Context: an optimization exercise on an open-source flow, tuned for small area. The choices shown serve that exercise and are no tape-out recipe.
In this exercise RTL edits were held to simulation tests only and were not proved equivalent to the original.
Power figures rest on the tool's default switching activity, not on a simulated workload.

`flow/run.sh`:
```
#!/bin/bash
# synth_recipe.tcl (not shown) runs the flow's synth.tcl, then flattens the netlist and writes it again
# the make line also repeats each setting of config.mk as NAME=value (left out here)
make -C /OpenROAD-flow-scripts/flow DESIGN_CONFIG=/design/flow/config.mk WORK_HOME=/design/flow/orfs CLKGATE_MAP_FILE= SYNTH_SCRIPT=/design/flow/synth_recipe.tcl finish
```
`flow/config.mk`:
```
export PLATFORM = sky130hd
export DESIGN_NAME = nvme_be_top
export DESIGN_NICKNAME = nvme_be_top
export VERILOG_FILES = /design/flow/design.v
export SDC_FILE = /design/flow/constraint.sdc
export NUM_CORES = 4
export LEC_CHECK = 0
export CAP_MARGIN = 20
export CORE_AREA = 10 10 850 850
export DIE_AREA = 0 0 860 860
export PLACE_DENSITY = 0.6
export SLEW_MARGIN = 20
```
`flow/constraint.sdc`:
```
create_clock -name core_clock -period 10.0 [get_ports {clk}]
set_input_delay 2.0000 -clock core_clock [delete_from_list [all_inputs] [get_ports {clk}]]
set_output_delay 2.0000 -clock core_clock [all_outputs]
set_load 0.01 [all_outputs]
```
`flow/design.v`:
```
package ed_mc_axi_if_pkg;
  typedef struct packed {
    logic         ssd_rq_valid;
    logic         ssd_rq_type;   
    logic[63:0]   ssd_rq_addr;
    logic[63:0]   ssd_rq_hash;
    logic[11:0]   ssd_rq_fe_id;     
    logic         ssd_cp_ready;
    logic         ssd_bf_ready;
    logic         ssd_ack_valid;
    logic [11:0]  ssd_ack_be_id;
    logic         ssd_rl_valid;
    logic [11:0]  ssd_rl_be_id;
  } t_to_nvme_axi4;
  typedef struct packed {
    logic         ssd_rq_ready;
    logic         ssd_cp_valid;
    logic [63:0]  ssd_cp_addr;       
    logic [11:0]  ssd_cp_fe_id;      
    logic [11:0]  ssd_cp_be_id;
    logic         ssd_bf_valid;
    logic [63:0]  ssd_bf_addr;   
    logic [11:0]  ssd_bf_be_id;
    logic [11:0]  ssd_bf_fe_id;
    logic         ssd_ack_ready;
    logic         ssd_rl_ready;
  } t_from_nvme_axi4;
endpackage
module fifo #(
  parameter DATA_WIDTH = 64,
  parameter FIFO_DEPTH = 64
)(
  input logic [DATA_WIDTH-1:0] data,
  input logic wrreq,
  input logic rdreq,
  input logic wrclk,
  input logic rdclk,
  input logic rst_n,
  output logic [DATA_WIDTH-1:0] q,
  output logic rdempty,
  output logic wrfull
);
logic [(DATA_WIDTH-1):0] fifo_mem [0:(FIFO_DEPTH-1)];
logic [$clog2(FIFO_DEPTH):0] wr_ptr, rd_ptr;
assign rdempty = (wr_ptr == rd_ptr);
assign wrfull  = ((wr_ptr - rd_ptr) == FIFO_DEPTH);
always_ff @(posedge wrclk) begin
  if (!rst_n) begin
    wr_ptr <= '0;
    rd_ptr <= '0;
  end else begin
  if (wrreq && !wrfull) begin
    fifo_mem[wr_ptr[$clog2(FIFO_DEPTH)-1:0]] <= data;
    wr_ptr <= wr_ptr + 1;
  end
  if (rdreq && !rdempty) begin
    q <= fifo_mem[rd_ptr[$clog2(FIFO_DEPTH)-1:0]];
    rd_ptr <= rd_ptr + 1;
  end
  end
end
endmodule
module cust_cam #(
    parameter DEPTH = 16,
    parameter ADDR_WIDTH = $clog2(DEPTH),
    parameter DATA_WIDTH = 64
)
(
    input  logic         clk,
    input  logic         rst_n,
    input  logic [ADDR_WIDTH-1:0]   wr_addr,
    input  logic [DATA_WIDTH-1:0]   wr_data,
    input  logic                    wr_req,
    input logic [ADDR_WIDTH-1:0]    rd_addr,
    input logic                     rd_req,
    output logic [DATA_WIDTH-1:0]   rd_data
);
logic [DATA_WIDTH-1:0] mem [0:DEPTH-1];
always_ff @(posedge clk) begin
    if (!rst_n) begin
        rd_data <= '0;
    end else begin
        if (rd_req) begin
            rd_data <= mem[rd_addr];
        end
        if (wr_req) begin
            mem[wr_addr] <= wr_data;
        end
    end
end
endmodule : cust_cam
import ed_mc_axi_if_pkg::*;
module back_end
#(
    parameter BE_CH                 = 1,  
    parameter BE_IDX                = $clog2(BE_CH),
    parameter RW_CH                 = 2,  
    parameter CH_ID                 = 0,
    parameter BUF_ID                = 8,  
    parameter BUF_IDX               = $clog2(BUF_ID),
    parameter arid_rd_cq = 3,
    parameter awid_wr_sq = 3,
    parameter arid_rd_sq = 4
)
(
    input logic axi4_mm_clk,
    input logic axi4_mm_rst_n,
    input logic [63:0]  i_sq_addr,    
    input logic [63:0]  i_cq_addr,    
    input logic [63:0]  i_sq_tail,
    input logic [63:0]  i_cq_head,
    input logic         i_update,
    input logic         i_end_proc,
    input logic [63:0]  i_rdma_local_key,
    input logic [63:0]  i_rdma_local_addr,
    input logic [63:0]  i_rdma_remote_key,
    input logic [63:0]  i_rdma_remote_addr,
    input logic [63:0]  i_rdma_qpn_ds,
    input logic         i_host_buf_addr_valid,       
    input logic [63:0]  i_host_buf_addr,             
    input logic [63:0]  i_block_index_offset,
    output logic            pio_sqdb_valid,
    output logic [63:0]     pio_sqdb_tail,
    input logic             pio_sqdb_ready,
    output logic            pio_cqdb_valid,
    output logic [63:0]     pio_cqdb_head,
    input logic             pio_cqdb_ready,
    input  ed_mc_axi_if_pkg::t_to_nvme_axi4         nvme_to_be_axi4,
    output ed_mc_axi_if_pkg::t_from_nvme_axi4       be_to_nvme_axi4,
    input logic rready,
    input logic rvalid,
    input logic rlast,
    input logic [511:0] rdata,
    input logic [1:0] rresp,
    input logic [11:0] rid,
    input logic [RW_CH-1:0] arready,
    output logic [RW_CH-1:0][63:0] araddr,
    output logic [RW_CH-1:0] arvalid,
    output logic [RW_CH-1:0][11:0] arid,
    output logic [RW_CH-1:0][5:0] aruser,
    input logic [RW_CH-1:0] wready,
    output logic [RW_CH-1:0] wvalid,
    output logic [RW_CH-1:0][511:0] wdata,
    output logic [RW_CH-1:0] wlast,
    output logic [RW_CH-1:0][(512/8)-1:0] wstrb,
    input logic [RW_CH-1:0] awready,
    output logic [RW_CH-1:0] awvalid,
    output logic [RW_CH-1:0][11:0] awid,
    output logic [RW_CH-1:0][5:0] awuser,
    output logic [RW_CH-1:0][63:0] awaddr,
    input logic bvalid,
    input logic [1:0] bresp,
    input logic bready,
    input logic [11:0] bid,
    output logic [31:0] pf_pio_sq_db,
    output logic [31:0] pf_pio_cq_db
);
    enum logic [4:0] {
        STATE_IDLE,
        STATE_CHECK,
        STATE_CHECK_DONE,
        STATE_WRITE_SQ,
        STATE_WRITE_SQ_DONE,
        STATE_READ_SQ,
        STATE_READ_SQ_DONE,
        STATE_READ_CQ,
        STATE_READ_CQ_DONE,
        STATE_WAIT_SQDB,
        STATE_WAIT_SQDB_DONE,
        STATE_WAIT_CQDB,
        STATE_WAIT_CQDB_DONE,
        STATE_FINISH,
        STATE_STALL,
        STATE_RD_BUF,  
        STATE_RL_BUF   
    } sq_state, next_sq_state,
      cq_state, next_cq_state;
    logic [63:0] sq_tail;
    logic [63:0] cq_head;
    logic [63:0] sq_addr;
    logic [63:0] cq_addr;
    logic [63:0] rdma_local_key;
    logic [63:0] rdma_local_addr;
    logic [63:0] rdma_remote_key;
    logic [63:0] rdma_remote_addr;
    logic [63:0] rdma_qpn_ds;
    ed_mc_axi_if_pkg::t_to_nvme_axi4 nvme_to_be_axi4_sq_reg;
    logic [BUF_IDX-1:0] buffer_idx;  
    logic [15:0]    sq_cid;  
    logic [15:0]    cq_cid;
    logic [8:0]     cq_cid_index;
    logic [8:0]     cq_phase_index;
    logic [12:0]    cq_fe_id;
    logic           cq_fe_type;
    logic [63:0]    ssd_logic_block_index;
    logic in_proc_cmd;  
    logic [63:0] host_buf_fifo_data;
    logic        host_buf_fifo_wrreq;
    logic        host_buf_fifo_rdreq;
    logic [63:0] host_buf_fifo_q;
    logic        host_buf_fifo_rdempty;
    logic        host_buf_fifo_wrfull;
    logic [63:0] release_host_buf_addr;  
    logic        release_host_buf_addr_valid;
    logic [BUF_IDX-1:0] host_buf_array_wraddr;
    logic [63:0]        host_buf_array_wrdata;
    logic               host_buf_array_wrreq;
    logic               host_buf_array_rdreq;
    logic [BUF_IDX-1:0] host_buf_array_rdaddr;
    logic [63:0]        host_buf_array_rddata;
    logic               proc_array_wrreq;
    logic [BUF_IDX-1:0] proc_array_wraddr;
    logic [12:0]        proc_array_wrdata;
    logic               proc_array_rdreq;
    logic [BUF_IDX-1:0] proc_array_rdaddr;
    logic [12:0]        proc_array_rddata;
    function automatic logic [31:0] swap32(input logic [31:0] x);
        swap32 = { x[7:0], x[15:8], x[23:16], x[31:24] };
    endfunction
    function automatic logic [63:0] swap64(input logic [63:0] x);
        swap64 = { x[7:0],  x[15:8],  x[23:16],  x[31:24],
                x[39:32], x[47:40], x[55:48], x[63:56] };
    endfunction
    assign pio_sqdb_tail = {54'b0, sq_tail[9:0]};
    assign pio_cqdb_head = {54'b0, cq_head[9:0]};
    assign cq_cid_index =   {cq_head[1:0],7'b1101111};  
    assign cq_phase_index = {cq_head[1:0],7'b1110000};  
    assign ssd_logic_block_index = i_block_index_offset + nvme_to_be_axi4_sq_reg.ssd_rq_addr[36:9];
    assign in_proc_cmd = sq_tail != cq_head;
    assign host_buf_array_rdaddr = cq_cid[BUF_IDX-1:0];
    assign proc_array_rdaddr = cq_cid[BUF_IDX-1:0];
    assign cq_fe_id = proc_array_rddata[11:0];
    assign cq_fe_type = proc_array_rddata[12];
    logic phase_bit;
    assign phase_bit = rdata[cq_phase_index];
    (* preserve_for_debug *) logic [31:0] sq_cid_0        ;
    (* preserve_for_debug *) logic [31:0] sq_cid_1        ;
    fifo host_buf_fifo_inst (
        .data       (host_buf_fifo_data),
        .wrreq      (host_buf_fifo_wrreq),
        .rdreq      (host_buf_fifo_rdreq),
        .wrclk      (axi4_mm_clk),
        .rdclk      (axi4_mm_clk),
        .rst_n      (axi4_mm_rst_n),
        .q          (host_buf_fifo_q),
        .rdempty    (host_buf_fifo_rdempty),
        .wrfull     (host_buf_fifo_wrfull)
    );
    cust_cam #(
        .DEPTH     (BUF_ID)
    ) host_buf_array_inst (
        .clk       (axi4_mm_clk),
        .rst_n     (axi4_mm_rst_n),
        .wr_addr   (host_buf_array_wraddr),
        .wr_data   (host_buf_array_wrdata),
        .wr_req    (host_buf_array_wrreq),
        .rd_addr   (host_buf_array_rdaddr),
        .rd_req    (host_buf_array_rdreq),
        .rd_data   (host_buf_array_rddata)
    );
    cust_cam #(
        .DEPTH      (BUF_ID),
        .DATA_WIDTH (13)   
    ) proc_array_inst (
        .clk       (axi4_mm_clk),
        .rst_n     (axi4_mm_rst_n),
        .wr_addr   (proc_array_wraddr),
        .wr_data   (proc_array_wrdata),
        .wr_req    (proc_array_wrreq),
        .rd_addr   (proc_array_rdaddr),
        .rd_req    (proc_array_rdreq),
        .rd_data   (proc_array_rddata)
    );
    always_ff @(posedge axi4_mm_clk) begin
        if (!axi4_mm_rst_n) begin
            sq_state <= STATE_IDLE;
            cq_state <= STATE_IDLE;
            sq_tail <= '0;
            cq_head <= '0;
            sq_addr <= '0;
            cq_addr <= '0;
            sq_cid <= 16'h1001;
            rdma_local_key <= '0;
            rdma_local_addr <= '0;
            rdma_remote_key <= '0;
            rdma_remote_addr <= '0;
            rdma_qpn_ds <= '0;
            buffer_idx <= '0;
            host_buf_array_wraddr <= '1;
            proc_array_wraddr <= '0;
            host_buf_fifo_wrreq <= 1'b0;
            host_buf_array_wrreq <= 1'b0;
            proc_array_wrreq <= 1'b0;
        end
        else begin
            sq_state <= next_sq_state;
            cq_state <= next_cq_state;
            if (i_update) begin
                sq_tail <= i_sq_tail;
                cq_head <= i_cq_head;
                sq_addr <= i_sq_addr;
                cq_addr <= i_cq_addr;
                rdma_local_key <= i_rdma_local_key;
                rdma_local_addr <= i_rdma_local_addr;
                rdma_remote_key <= i_rdma_remote_key;
                rdma_remote_addr <= i_rdma_remote_addr;
                rdma_qpn_ds <= i_rdma_qpn_ds;
            end
            if (i_host_buf_addr_valid) begin
                host_buf_fifo_data <= {{(8-BE_IDX){1'b0}}, buffer_idx, i_host_buf_addr[55:0]};  
                host_buf_fifo_wrreq <= 1'b1;
                host_buf_array_wrdata <= {{(8-BE_IDX){1'b0}}, buffer_idx, i_host_buf_addr[55:0]};
                host_buf_array_wrreq  <= 1'b1;
                buffer_idx <= buffer_idx + 1;  
                host_buf_array_wraddr <= host_buf_array_wraddr + 1;
            end
            else if (release_host_buf_addr_valid) begin
                host_buf_fifo_data <= release_host_buf_addr;
                host_buf_fifo_wrreq <= 1'b1;
                host_buf_array_wrreq <= 1'b0;
            end
            else begin
                host_buf_fifo_wrreq <= 1'b0;
                host_buf_array_wrreq <= 1'b0;
            end
            unique case (sq_state)
                STATE_IDLE: begin
                    proc_array_wrreq <= 1'b0;
                    if (nvme_to_be_axi4.ssd_rq_valid && be_to_nvme_axi4.ssd_rq_ready) begin
                        nvme_to_be_axi4_sq_reg <= nvme_to_be_axi4;
                    end
                end
                STATE_CHECK: begin
                end
                STATE_CHECK_DONE: begin
                end
                STATE_WRITE_SQ: begin
                end
                STATE_WRITE_SQ_DONE: begin
                end
                STATE_READ_SQ: begin
                    if (arvalid[0] & arready[0]) begin
                        sq_tail <= sq_tail + 64'd1;
                    end
                end
                STATE_READ_SQ_DONE: begin
                    if (rvalid & rready) begin
                        if (rid == arid_rd_sq) begin
                            sq_cid_0 <= rdata[31:16];
                            sq_cid_1 <= sq_cid_0;
                        end
                    end
                end
                STATE_WAIT_SQDB: begin
                end
                STATE_WAIT_SQDB_DONE: begin
                    if (!pio_sqdb_ready) begin  
                        proc_array_wraddr <= host_buf_fifo_q[BUF_ID-1+56:56];  
                        proc_array_wrdata <= {nvme_to_be_axi4_sq_reg.ssd_rq_type, nvme_to_be_axi4_sq_reg.ssd_rq_fe_id};
                        proc_array_wrreq <= 1'b1;
                    end
                end
                default: begin
                end
            endcase
            unique case (cq_state) 
                STATE_IDLE: begin
                end
                STATE_READ_CQ: begin
                end
                STATE_READ_CQ_DONE: begin
                    if (rvalid & rready) begin
                        if (rid == arid_rd_cq) begin
                            if (rdata[cq_phase_index] != cq_head[10]) begin  
                                cq_head <= cq_head + 64'd1;
                                cq_cid <= rdata[cq_cid_index-:16];
                            end
                        end
                    end
                end
                STATE_WAIT_CQDB: begin
                end
                STATE_WAIT_CQDB_DONE: begin
                end
                STATE_RD_BUF: begin
                end
                STATE_FINISH: begin
                end
                default: begin
                end
            endcase
        end
    end
    always_comb begin
        for (int i=0; i<RW_CH; i++) begin
            arvalid[i] = 1'b0;
            araddr[i] = 64'b0;
            arid[i] = 12'b0;
            aruser[i] = 6'b0;
            awvalid[i] = 1'b0;
            awaddr[i] = 64'b0;
            awid[i] = 12'b0;
            awuser[i] = 6'b0;
            wvalid[i] = 1'b0;
            wdata[i] = 512'b0;
            wstrb[i] = 64'b0;
            wlast[i] = 1'b0;
        end
        pio_sqdb_valid = 1'b0;
        pio_cqdb_valid = 1'b0;
        be_to_nvme_axi4.ssd_rq_ready = 1'b0;
        be_to_nvme_axi4.ssd_cp_valid = 1'b0;
        be_to_nvme_axi4.ssd_cp_addr  = 64'b0;
        be_to_nvme_axi4.ssd_cp_fe_id = 12'b0;
        be_to_nvme_axi4.ssd_cp_be_id = 12'b0;
        be_to_nvme_axi4.ssd_bf_valid = 1'b0;
        be_to_nvme_axi4.ssd_bf_addr  = 64'b0;
        be_to_nvme_axi4.ssd_bf_be_id = 12'b0;
        be_to_nvme_axi4.ssd_bf_fe_id = 12'b0;
        be_to_nvme_axi4.ssd_ack_ready = 1'b0;
        be_to_nvme_axi4.ssd_rl_ready = 1'b0;
        host_buf_fifo_rdreq = 1'b0;
        host_buf_array_rdreq = 1'b0;
        release_host_buf_addr_valid = 1'b0;
        release_host_buf_addr = host_buf_array_rddata;
        proc_array_rdreq = 1'b0;
        unique case (sq_state)
            STATE_IDLE: begin
                be_to_nvme_axi4.ssd_rq_ready = !host_buf_fifo_rdempty;  
                if (nvme_to_be_axi4.ssd_rq_valid && be_to_nvme_axi4.ssd_rq_ready) begin
                    host_buf_fifo_rdreq = 1'b1;
                end
            end
            STATE_CHECK: begin
                if (nvme_to_be_axi4_sq_reg.ssd_rq_type == 1'b0) begin  
                end
                else begin   
                    be_to_nvme_axi4.ssd_bf_valid = 1'b1;
                    be_to_nvme_axi4.ssd_bf_addr  = host_buf_fifo_q;   
                    be_to_nvme_axi4.ssd_bf_be_id = {{(8-BE_IDX){1'b0}}, sq_tail[3:0], CH_ID[BE_IDX-1:0]};
                    be_to_nvme_axi4.ssd_bf_fe_id = nvme_to_be_axi4_sq_reg.ssd_rq_fe_id;
                end
            end
            STATE_CHECK_DONE: begin
                if (nvme_to_be_axi4_sq_reg.ssd_rq_type == 1'b0) begin  
                end
                else begin  
                    be_to_nvme_axi4.ssd_ack_ready = 1'b1;
                end
            end
            STATE_WRITE_SQ: begin
                awaddr[0] = sq_addr + {48'b0,sq_tail[9:0],6'b0};
                awvalid[0] = 1'b1;
                awid[0] = awid_wr_sq;
                awuser[0] = 6'b000000;  
                wvalid[0] = 1'b1;
                if (nvme_to_be_axi4_sq_reg.ssd_rq_type == 1'b0) begin  
                    wdata[0] = {64'h0,
                            64'h0000000000000000,
                            ssd_logic_block_index,              
                            64'h0,
                            {8'b0, host_buf_fifo_q[55:0]},
                            64'h0,
                            64'h0,
                            {16'h0000,16'h0001,nvme_to_be_axi4_sq_reg.ssd_rq_fe_id[7:0],host_buf_fifo_q[63:56],16'h0002}};   
                end
                else begin   
                    wdata[0] = {
                        32'h08000000,                                
                        swap32(rdma_qpn_ds[31:0]),                     
                        8'b0,                                         
                        16'b0,                                        
                        8'h08,                                        
                        32'b0,                                       
                        swap64(rdma_remote_addr),                     
                        swap32(rdma_remote_key[31:0]),                
                        32'b0,                                       
                        32'h00020000,                                
                        swap32(rdma_local_key[31:0]),                
                        swap64(rdma_local_addr),                     
                        128'b0                                       
                    };
                end
                wstrb[0] = 64'hffffffffffffffff;
                wlast[0] = 1'b1;
            end
            STATE_WRITE_SQ_DONE: begin
            end
            STATE_READ_SQ: begin
                arvalid[0] = 1'b1;
                araddr[0] = sq_addr + {48'b0,sq_tail[9:0],6'b0};
                arid[0] = arid_rd_sq;
                aruser[0] = 6'b000000;  
            end
            STATE_READ_SQ_DONE: begin
            end
            STATE_WAIT_SQDB: begin
                pio_sqdb_valid = 1'b1;
            end
            STATE_WAIT_SQDB_DONE: begin
            end
            default: begin
            end
        endcase
        unique case (cq_state)
            STATE_IDLE: begin
            end
            STATE_READ_CQ: begin
                arvalid[1] = 1'b1;
                araddr[1] = cq_addr + {50'b0,cq_head[9:2],6'b0};
                arid[1] = arid_rd_cq;
                aruser[1] = 6'b000000;  
            end
            STATE_READ_CQ_DONE: begin
            end
            STATE_WAIT_CQDB: begin
                pio_cqdb_valid = 1'b1;
            end
            STATE_WAIT_CQDB_DONE: begin
            end
            STATE_RD_BUF: begin
                host_buf_array_rdreq = 1'b1;
                proc_array_rdreq = 1'b1;
            end
            STATE_FINISH: begin
                be_to_nvme_axi4.ssd_cp_valid = 1'b1;
                be_to_nvme_axi4.ssd_cp_addr = {8'b0, host_buf_array_rddata};  
                be_to_nvme_axi4.ssd_cp_fe_id = cq_fe_id;
                be_to_nvme_axi4.ssd_cp_be_id = {{(8-BE_IDX){1'b0}}, sq_tail[3:0], CH_ID[BE_IDX-1:0]};
            end
            STATE_STALL: begin
                be_to_nvme_axi4.ssd_rl_ready = 1'b1;
            end
            STATE_RL_BUF: begin
                release_host_buf_addr_valid = 1'b1;
            end
            default: begin
            end
        endcase
    end
    always_comb begin
        unique case (sq_state)
            STATE_IDLE: begin
                if (nvme_to_be_axi4.ssd_rq_valid && be_to_nvme_axi4.ssd_rq_ready) begin
                    next_sq_state = STATE_CHECK;
                end
                else begin
                    next_sq_state = STATE_IDLE;
                end
            end
            STATE_CHECK: begin
                if (nvme_to_be_axi4_sq_reg.ssd_rq_type == 1'b0) begin
                    next_sq_state = STATE_CHECK_DONE;
                end
                else begin
                    if (be_to_nvme_axi4.ssd_bf_valid && nvme_to_be_axi4.ssd_bf_ready) begin
                        next_sq_state = STATE_CHECK_DONE;
                    end
                    else begin
                        next_sq_state = STATE_CHECK;
                    end
                end
            end
            STATE_CHECK_DONE: begin
                if (nvme_to_be_axi4_sq_reg.ssd_rq_type == 1'b0) begin
                    next_sq_state = STATE_WRITE_SQ;
                end
                else begin
                    if (nvme_to_be_axi4.ssd_ack_valid && be_to_nvme_axi4.ssd_ack_ready) begin
                        next_sq_state = STATE_WRITE_SQ;
                    end
                    else begin
                        next_sq_state = STATE_CHECK_DONE;
                    end
                end
            end
            STATE_WRITE_SQ: begin
                if (awvalid[0] && awready[0]) begin
                    next_sq_state = STATE_WRITE_SQ_DONE;
                end 
                else begin
                    next_sq_state = STATE_WRITE_SQ;
                end
            end
            STATE_WRITE_SQ_DONE: begin
                if (bvalid && bready) begin
                    if (bid == awid_wr_sq) begin
                        next_sq_state = STATE_READ_SQ;
                    end
                    else begin
                        next_sq_state = STATE_WRITE_SQ_DONE;
                    end
                end
                else begin
                    next_sq_state = STATE_WRITE_SQ_DONE;
                end
            end
            STATE_READ_SQ: begin
                if (arvalid[0] & arready[0]) begin
                    next_sq_state = STATE_READ_SQ_DONE;
                end
                else begin
                    next_sq_state = STATE_READ_SQ;
                end
            end
            STATE_READ_SQ_DONE: begin
                if (rvalid & rready) begin
                    if (rid == arid_rd_sq) begin
                        next_sq_state = STATE_WAIT_SQDB;
                    end
                    else begin
                        next_sq_state = STATE_READ_SQ_DONE;
                    end
                end
                else begin
                    next_sq_state = STATE_READ_SQ_DONE;
                end
            end
            STATE_WAIT_SQDB: begin
                if (pio_sqdb_valid & pio_sqdb_ready) begin
                    next_sq_state = STATE_WAIT_SQDB_DONE;
                end
                else begin
                    next_sq_state = STATE_WAIT_SQDB;
                end
            end
            STATE_WAIT_SQDB_DONE: begin
                if (!pio_sqdb_ready) begin  
                    next_sq_state = STATE_IDLE; 
                end
                else begin
                    next_sq_state = STATE_WAIT_SQDB_DONE;
                end
            end
            default: begin
                next_sq_state = STATE_IDLE;
            end
        endcase
        unique case (cq_state)
            STATE_IDLE: begin
                if (in_proc_cmd) begin
                    next_cq_state = STATE_READ_CQ;
                end
                else begin
                    next_cq_state = STATE_IDLE;
                end
            end
            STATE_READ_CQ: begin
                if (arvalid[1] & arready[1]) begin
                    next_cq_state = STATE_READ_CQ_DONE;
                end
                else begin
                    next_cq_state = STATE_READ_CQ;
                end
            end
            STATE_READ_CQ_DONE: begin
                if (rvalid & rready) begin
                    if (rid == arid_rd_cq) begin
                        if (rdata[cq_phase_index] != cq_head[10]) begin  
                            next_cq_state = STATE_WAIT_CQDB;
                        end
                        else begin   
                            next_cq_state = STATE_READ_CQ;
                        end
                    end
                    else begin
                        next_cq_state = STATE_READ_CQ_DONE;
                    end
                end
                else begin
                    next_cq_state = STATE_READ_CQ_DONE;
                end
            end
            STATE_WAIT_CQDB: begin
                if (pio_cqdb_valid & pio_cqdb_ready) begin
                    next_cq_state = STATE_WAIT_CQDB_DONE;
                end
                else begin
                    next_cq_state = STATE_WAIT_CQDB;
                end
            end
            STATE_WAIT_CQDB_DONE: begin
                if (!pio_cqdb_ready) begin
                    next_cq_state = STATE_RD_BUF;
                end
                else begin
                    next_cq_state = STATE_WAIT_CQDB_DONE;
                end
            end
            STATE_RD_BUF: begin  
                next_cq_state = STATE_FINISH;
            end
            STATE_FINISH: begin
                if (be_to_nvme_axi4.ssd_cp_valid && nvme_to_be_axi4.ssd_cp_ready) begin
                    if (cq_fe_type == 1'b0) begin   
                        next_cq_state = STATE_STALL;
                    end
                    else begin   
                        next_cq_state = STATE_RL_BUF;
                    end
                end
                else begin
                    next_cq_state = STATE_FINISH;
                end
            end
            STATE_STALL: begin
                if (nvme_to_be_axi4.ssd_rl_valid && be_to_nvme_axi4.ssd_rl_ready) begin
                    next_cq_state = STATE_RL_BUF;
                end
                else begin
                    next_cq_state = STATE_STALL;
                end
            end
            STATE_RL_BUF: begin
                next_cq_state = STATE_IDLE;
            end
            default: begin
                next_cq_state = STATE_IDLE;
            end
        endcase
    end       
    (* preserve_for_debug *) logic [31:0] pc_back_end_hanshake;
    always_ff @(posedge axi4_mm_clk) begin
        if (!axi4_mm_rst_n) begin
            pc_back_end_hanshake <= '0;
            pf_pio_sq_db <= '0;
            pf_pio_cq_db <= '0;
        end
        else begin
            if (nvme_to_be_axi4.ssd_rq_valid && be_to_nvme_axi4.ssd_rq_ready) begin
                pc_back_end_hanshake <= pc_back_end_hanshake + 1;
            end
            if (pio_sqdb_valid && pio_sqdb_ready) begin
                pf_pio_sq_db <= pf_pio_sq_db + 1;
            end
            if (pio_cqdb_valid && pio_cqdb_ready) begin
                pf_pio_cq_db <= pf_pio_cq_db + 1;
            end
        end
    end
endmodule
module nvme_be_top (
    input  logic         clk,
    input  logic         rst_n,
    input  logic [63:0]  i_sq_addr,
    input  logic [63:0]  i_cq_addr,
    input  logic [63:0]  i_sq_tail,
    input  logic [63:0]  i_cq_head,
    input  logic         i_update,
    input  logic [63:0]  i_rdma_local_key,
    input  logic [63:0]  i_rdma_local_addr,
    input  logic [63:0]  i_rdma_remote_key,
    input  logic [63:0]  i_rdma_remote_addr,
    input  logic [63:0]  i_rdma_qpn_ds,
    input  logic         i_host_buf_addr_valid,
    input  logic [63:0]  i_host_buf_addr,
    input  logic [63:0]  i_block_index_offset,
    output logic         pio_sqdb_valid,
    output logic [63:0]  pio_sqdb_tail,
    input  logic         pio_sqdb_ready,
    output logic         pio_cqdb_valid,
    output logic [63:0]  pio_cqdb_head,
    input  logic         pio_cqdb_ready,
    input  logic         ssd_rq_valid,
    input  logic         ssd_rq_type,
    input  logic [63:0]  ssd_rq_addr,
    input  logic [11:0]  ssd_rq_fe_id,
    output logic         ssd_rq_ready,
    output logic         ssd_bf_valid,
    output logic [63:0]  ssd_bf_addr,
    output logic [11:0]  ssd_bf_be_id,
    output logic [11:0]  ssd_bf_fe_id,
    input  logic         ssd_bf_ready,
    input  logic         ssd_ack_valid,
    output logic         ssd_ack_ready,
    output logic         ssd_cp_valid,
    output logic [63:0]  ssd_cp_addr,
    output logic [11:0]  ssd_cp_fe_id,
    output logic [11:0]  ssd_cp_be_id,
    input  logic         ssd_cp_ready,
    input  logic         ssd_rl_valid,
    output logic         ssd_rl_ready,
    input  logic         rready,
    input  logic         rvalid,
    input  logic [511:0] rdata,
    input  logic [11:0]  rid,
    input  logic         bvalid,
    input  logic         bready,
    input  logic [11:0]  bid,
    input  logic         arready0,
    output logic         arvalid0,
    output logic [63:0]  araddr0,
    output logic [11:0]  arid0,
    input  logic         awready0,
    output logic         awvalid0,
    output logic [63:0]  awaddr0,
    output logic [11:0]  awid0,
    output logic         wvalid0,
    output logic [511:0] wdata0,
    output logic         wlast0,
    input  logic         arready1,
    output logic         arvalid1,
    output logic [63:0]  araddr1,
    output logic [11:0]  arid1,
    output logic [31:0]  pf_pio_sq_db,
    output logic [31:0]  pf_pio_cq_db
);
    ed_mc_axi_if_pkg::t_to_nvme_axi4   nvme_to_be;
    ed_mc_axi_if_pkg::t_from_nvme_axi4 be_to_nvme;
    always_comb begin
        nvme_to_be = '0;
        nvme_to_be.ssd_rq_valid  = ssd_rq_valid;
        nvme_to_be.ssd_rq_type   = ssd_rq_type;
        nvme_to_be.ssd_rq_addr   = ssd_rq_addr;
        nvme_to_be.ssd_rq_fe_id  = ssd_rq_fe_id;
        nvme_to_be.ssd_cp_ready  = ssd_cp_ready;
        nvme_to_be.ssd_bf_ready  = ssd_bf_ready;
        nvme_to_be.ssd_ack_valid = ssd_ack_valid;
        nvme_to_be.ssd_rl_valid  = ssd_rl_valid;
    end
    assign ssd_rq_ready  = be_to_nvme.ssd_rq_ready;
    assign ssd_cp_valid  = be_to_nvme.ssd_cp_valid;
    assign ssd_cp_addr   = be_to_nvme.ssd_cp_addr;
    assign ssd_cp_fe_id  = be_to_nvme.ssd_cp_fe_id;
    assign ssd_cp_be_id  = be_to_nvme.ssd_cp_be_id;
    assign ssd_bf_valid  = be_to_nvme.ssd_bf_valid;
    assign ssd_bf_addr   = be_to_nvme.ssd_bf_addr;
    assign ssd_bf_be_id  = be_to_nvme.ssd_bf_be_id;
    assign ssd_bf_fe_id  = be_to_nvme.ssd_bf_fe_id;
    assign ssd_ack_ready = be_to_nvme.ssd_ack_ready;
    assign ssd_rl_ready  = be_to_nvme.ssd_rl_ready;
    logic [1:0] arready_a;
    logic [1:0][63:0] araddr_a;
    logic [1:0] arvalid_a;
    logic [1:0][11:0] arid_a;
    logic [1:0][5:0] aruser_a;
    logic [1:0] wready_a;
    logic [1:0] wvalid_a;
    logic [1:0][511:0] wdata_a;
    logic [1:0] wlast_a;
    logic [1:0][63:0] wstrb_a;
    logic [1:0] awready_a;
    logic [1:0] awvalid_a;
    logic [1:0][11:0] awid_a;
    logic [1:0][5:0] awuser_a;
    logic [1:0][63:0] awaddr_a;
    assign arready_a[0] = arready0;
    assign arready_a[1] = arready1;
    assign awready_a[0] = awready0;
    assign awready_a[1] = 1'b0;
    assign wready_a[0]  = 1'b1;
    assign wready_a[1]  = 1'b1;
    assign arvalid0 = arvalid_a[0];
    assign araddr0  = araddr_a[0];
    assign arid0    = arid_a[0];
    assign arvalid1 = arvalid_a[1];
    assign araddr1  = araddr_a[1];
    assign arid1    = arid_a[1];
    assign awvalid0 = awvalid_a[0];
    assign awaddr0  = awaddr_a[0];
    assign awid0    = awid_a[0];
    assign wvalid0  = wvalid_a[0];
    assign wdata0   = wdata_a[0];
    assign wlast0   = wlast_a[0];
    back_end #(
        .BE_CH      (8),
        .RW_CH      (2),
        .CH_ID      (3),
        .BUF_ID     (4),
        .arid_rd_cq ({3'd3, 9'd0}),
        .arid_rd_sq ({3'd3, 9'd1}),
        .awid_wr_sq ({3'd3, 9'd0})
    ) u_back_end (
        .axi4_mm_clk            (clk),
        .axi4_mm_rst_n          (rst_n),
        .i_sq_addr              (i_sq_addr),
        .i_cq_addr              (i_cq_addr),
        .i_sq_tail              (i_sq_tail),
        .i_cq_head              (i_cq_head),
        .i_update               (i_update),
        .i_end_proc             (1'b0),
        .i_rdma_local_key       (i_rdma_local_key),
        .i_rdma_local_addr      (i_rdma_local_addr),
        .i_rdma_remote_key      (i_rdma_remote_key),
        .i_rdma_remote_addr     (i_rdma_remote_addr),
        .i_rdma_qpn_ds          (i_rdma_qpn_ds),
        .i_host_buf_addr_valid  (i_host_buf_addr_valid),
        .i_host_buf_addr        (i_host_buf_addr),
        .i_block_index_offset   (i_block_index_offset),
        .pio_sqdb_valid         (pio_sqdb_valid),
        .pio_sqdb_tail          (pio_sqdb_tail),
        .pio_sqdb_ready         (pio_sqdb_ready),
        .pio_cqdb_valid         (pio_cqdb_valid),
        .pio_cqdb_head          (pio_cqdb_head),
        .pio_cqdb_ready         (pio_cqdb_ready),
        .nvme_to_be_axi4        (nvme_to_be),
        .be_to_nvme_axi4        (be_to_nvme),
        .rready                 (rready),
        .rvalid                 (rvalid),
        .rlast                  (1'b1),
        .rdata                  (rdata),
        .rresp                  (2'b00),
        .rid                    (rid),
        .arready                (arready_a),
        .araddr                 (araddr_a),
        .arvalid                (arvalid_a),
        .arid                   (arid_a),
        .aruser                 (aruser_a),
        .wready                 (wready_a),
        .wvalid                 (wvalid_a),
        .wdata                  (wdata_a),
        .wlast                  (wlast_a),
        .wstrb                  (wstrb_a),
        .awready                (awready_a),
        .awvalid                (awvalid_a),
        .awid                   (awid_a),
        .awuser                 (awuser_a),
        .awaddr                 (awaddr_a),
        .bvalid                 (bvalid),
        .bresp                  (2'b00),
        .bready                 (bready),
        .bid                    (bid),
        .pf_pio_sq_db           (pf_pio_sq_db),
        .pf_pio_cq_db           (pf_pio_cq_db)
    );
endmodule
```
==> summary.md <==
| Metric | Value |
|---|---|
| Worst vdd ir | around 0.00019 V |
| Setup bufs post-CTS | 0 |
| Hold/Removal Path Class | register to register |
| Clk sinks | between 4,000 and 5,000 |
| Final Wtd Congestion | ~0.93 |
| Share of cells above drive strength 1 | 0.2087 |
| Synth top area cells | edfxtp_1 64%, mux4_2 15%, dfxtp_1 6.5% |
| Drt wl/cell | just under 40 microns |
| Number of synthesized flops with an enable pin | around 4,200 |
| Startpoint Class | primary input |
| Crit. End Element | output pin |
| Min Tclk post-route | 8.627 ns |
| Mapped Area | 0.1994 sq mm |
| Largest register FFs | 3,712 |
| Vias | roughly 110k |
| Syn_area_per_cell | 18.04 sq um |
| First-pass GRT wire length | between 1,000,000 and 1,500,000 microns |
| # DRC | 0 |
| Skew final | between 0.09 and 0.1 ns |
| Synth-to-Final Area Change | 21.35% |
| Leakage power | ~77 nW |
| Die W | ~860 microns |
| CTS resizes | 0 |
| Final ANT Viol Nets | 0 |
| DRT Wirelength | 890,700 microns |
| Crit Path Max Fanout | 13 |
| Worst flop-to-flop path startpoint | u_back_end.host_buf_fifo_inst.rd_ptr[1]$_SDFFE_PN0P_ |
| CTS tree | yes |
| Min-Delay Endpoint | u_back_end.proc_array_inst.rd_data[7]$_SDFFE_PN0P_ |
| RSZ-0062 raised after global routing | no |
| I/O Pins | roughly 2,500 |
| Via density | just over 5 |
| Top FF cell, synth | edfxtp_1 |
| Post-synthesis cell count | approximately 11,000 |
| Drt initial violations | 13,780 |
| Antenna violations before repair | roughly 250 |
| Design area | 0.2420 sq mm |
| Vias in the first global route | approximately 110k |
| Hold_buf cts | 0 |
| Clock transition at path regs | roughly 0.050 ns |
| Final core utilization | 0.3441 |
| Largest net degree at the start of global routing | 137 |
| Initial Utilization | 0.2835 |
| Area post-placement | approximately 0.22 sq mm |
| Clock latency on the worst-skew pair | about 1.1 ns |
| Pwr dens | 192.1 mW/mm^2 |
| Final Max Slew Viols | 0 |
| Status | finished clean |
| CTS root buf | clkbuf_16 |
| Hold Crit Depth | 2 |
| Period utilization | 0.8627 |
| Buffers on Ports | ~1,400 |
| Crit-path cells | clkdlybuf4s50_1 -> ha_1 -> fa_1 -> a21o_1 -> a31oi_1 -> o2111a_1 -> a2111oi_0 -> or3_1 -> nand3_1 -> nor2_1 -> xnor2_1 -> o21ai_1 -> buf_4 |
| Cts bufs inserted | ~540 |
| CP required | around 8.0 ns |
| Fin Setup TNS | 0 ns |
| R2R Setup Slk | 4.31 ns |
| DR pass1 iterations | 7 |
| Area occupied by multi-input gates | between 0.05 and 0.06 sq mm |
| Fraction of registers with async set/reset | 0 |
| DP HPWL | around 650,000 microns |
| CP Class | primary input to output pin |
| Hold_sp | u_back_end.proc_array_inst.rd_data[7]$_SDFFE_PN0P_ |
| Area leader, netlist | edfxtp_1 |
| Worst slew margin | 0.004208 |
| #FFs+latches synth | 4,873 |
| Core area | 0.7033 sq mm |
| Total GRT Usage | 0.2313 |
| Fmax | 115.9 MHz |
| Worst EP arrival | around 6.6 ns |
| Max Cap Viol | 0 |
| FP Rows | 308 |
| Yosys warns | 5 |
| Seq. cell area | between 0.1 and 0.15 sq mm |
| Overflow after GRT | 0 |
| Layout filler cell count | around 67,000 |
| Die footprint | between 0.7 and 0.8 sq mm |
| Slowest stage cell, crit path | o21ai_1 |
| Die Span Y | roughly 860 microns |
| Sequential share of the synthesized area | 0.7013 |
| Worst-Margin Slew | roughly 1.5 ns |
| Reg2reg end | u_back_end.host_buf_fifo_inst.q[17]$_DFFE_PP_ |
| H-tree levels | 6 |
| Final nets | between 10,000 and 15,000 |
| Synth top area share | 0.6364 |
| Fin. Hold Viols | 0 |
| Setup-failing EPs final | 0 |
| Reg2Reg Depth | 7 |
| Synth unique cells | between 80 and 90 |
| Worst-case clock buffer depth | 4 |
| Worst path max stage delay | ~0.84 ns |
[cell type report]
class | count | area share
Antenna cell | 273 | 0.002823
Clock buffer | 681 | 0.05943
Clock inverter | 277 | 0.01223
Inverter | 72 | 0.001220
Multi-Input combinational cell | 5455 | 0.2299
Sequential cell | 4873 | 0.5780
Tap cell | 9300 | 0.04809
Timing Repair Buffer | 1753 | 0.06833
[metal layers]
metal  part of all wire  global-route usage  up-vias
met4              0.049              0.1032       76
met2               0.46              0.3586     5968
met1               0.35              0.2622    60490
met3               0.14              0.1253     1331
li1                   -                   -    46450
met5             0.0012            0.004545        -
[metrics by stage]
stage          std cells  hold WS (ns)  power, mW  setup slack [ns]
6_report           22680        0.4602      46.49             1.373
5_1_grt            22640        0.4833      47.89             1.165
4_1_cts            22410        0.4665      46.88             1.483
3_5_place_dp       21450        0.4592      27.18             1.502
3_3_place_gp       21450        0.4562      27.15             1.134
2_1_floorplan      11460        0.4174      25.58             3.517
[critical path: cells and delay by family]
kind	cells	cell delay, ns
AO/OA/AOI/OAI	5	1.81
AND/OR/NAND/NOR	3	1.04
buffers and inverters	2	0.84
adder cells (fa/ha/maj)	2	0.73
XOR/XNOR	1	0.13
[power by group]
group	switching (mW)	internal, mW
sequential	0.283	22.3
clock	8.67	11.1
combinational	2.23	1.95
total	11.2	35.3
[kinds of logic (layout without fill, tap and decap cells)]
logic type,after synthesis,after routing,share of synthesized area
compound gates,683,683,0.02175
xor+xnor,291,291,0.01278
fa+ha+maj,66,66,0.004254
buf+inv,1136,2783,0.03066
flops,4873,4873,0.7013
mux,1747,1747,0.1691
other cells,1,684,0.00001881
simple gates,2257,2257,0.06009
[how the worst max path moves through the flow]
stage	startpoint	end
6_report	i_block_index_offset[0]	wdata0[372]
5_1_grt	i_block_index_offset[7]	wdata0[378]
4_1_cts	i_block_index_offset[0]	wdata0[354]
3_5_place_dp	i_block_index_offset[0]	wdata0[354]
3_3_place_gp	i_block_index_offset[8]	wdata0[372]
2_1_floorplan	i_block_index_offset[0]	wdata0[344]
[cell usage after synthesis (20+ instances only)]
master	n
ha_1	63
and3_1	230
nor3_1	86
a221oi_1	20
buf_1	70
nand4_1	81
nor4_1	38
edfxtp_1	4226
or3_1	36
nand3_1	146
a21boi_0	116
mux2_2	57
xor2_1	83
inv_1	68
xnor2_1	208
nor2_1	447
dfxtp_1	647
a21oi_1	193
and4_1	29
nor2b_1	402
mux4_2	1292
a211oi_1	26
clkbuf_1	432
o21ai_0	177
mux2i_1	398
nand2_1	417
buf_2	103
buf_4	451
and2_1	260
[placed cells by master, fill, tap and decap left out, types with 96 or more instances in the layout]
master	instances
diode_2	273
a21boi_0	116
nand3_1	144
dfxtp_1	641
edfxtp_1	4226
a21oi_1	192
buf_4	460
nand2_1	415
and3_1	223
mux4_2	1292
mux2i_1	395
clkinv_1	96
clkbuf_1	115
nor2b_1	402
o21ai_0	172
clkdlybuf4s50_1	1260
and2_1	256
nor2_1	377
clkbuf_16	547
conb_1	411
xnor2_1	208

port drivers added, routing unchanged:
How much do the figures lean on ideal ports? The routed layout below was timed once more, with nothing changed but the port constraints. Step 1: set_driving_cell puts a clkbuf_16 on clk and a buf_2 on each other input, an assumption about the parent block. Step 2 times the ports against the registers' clock, not the clock port: input delays grow and output delays shrink by t, the midpoint of the rising clock arrivals with the driver on. Three values: no drivers, after step 1, after step 2; two values: the first two.
t, ns: 1.232
setup slack, ns: 1.373 / 1.334 / 1.334
worst register clock-pin slew, ns: 0.07 / 0.07
After both steps this run still meets setup and hold. For this run, drivers alone change the setup slack by -0.039 ns; drivers and shift together by -0.039 ns.
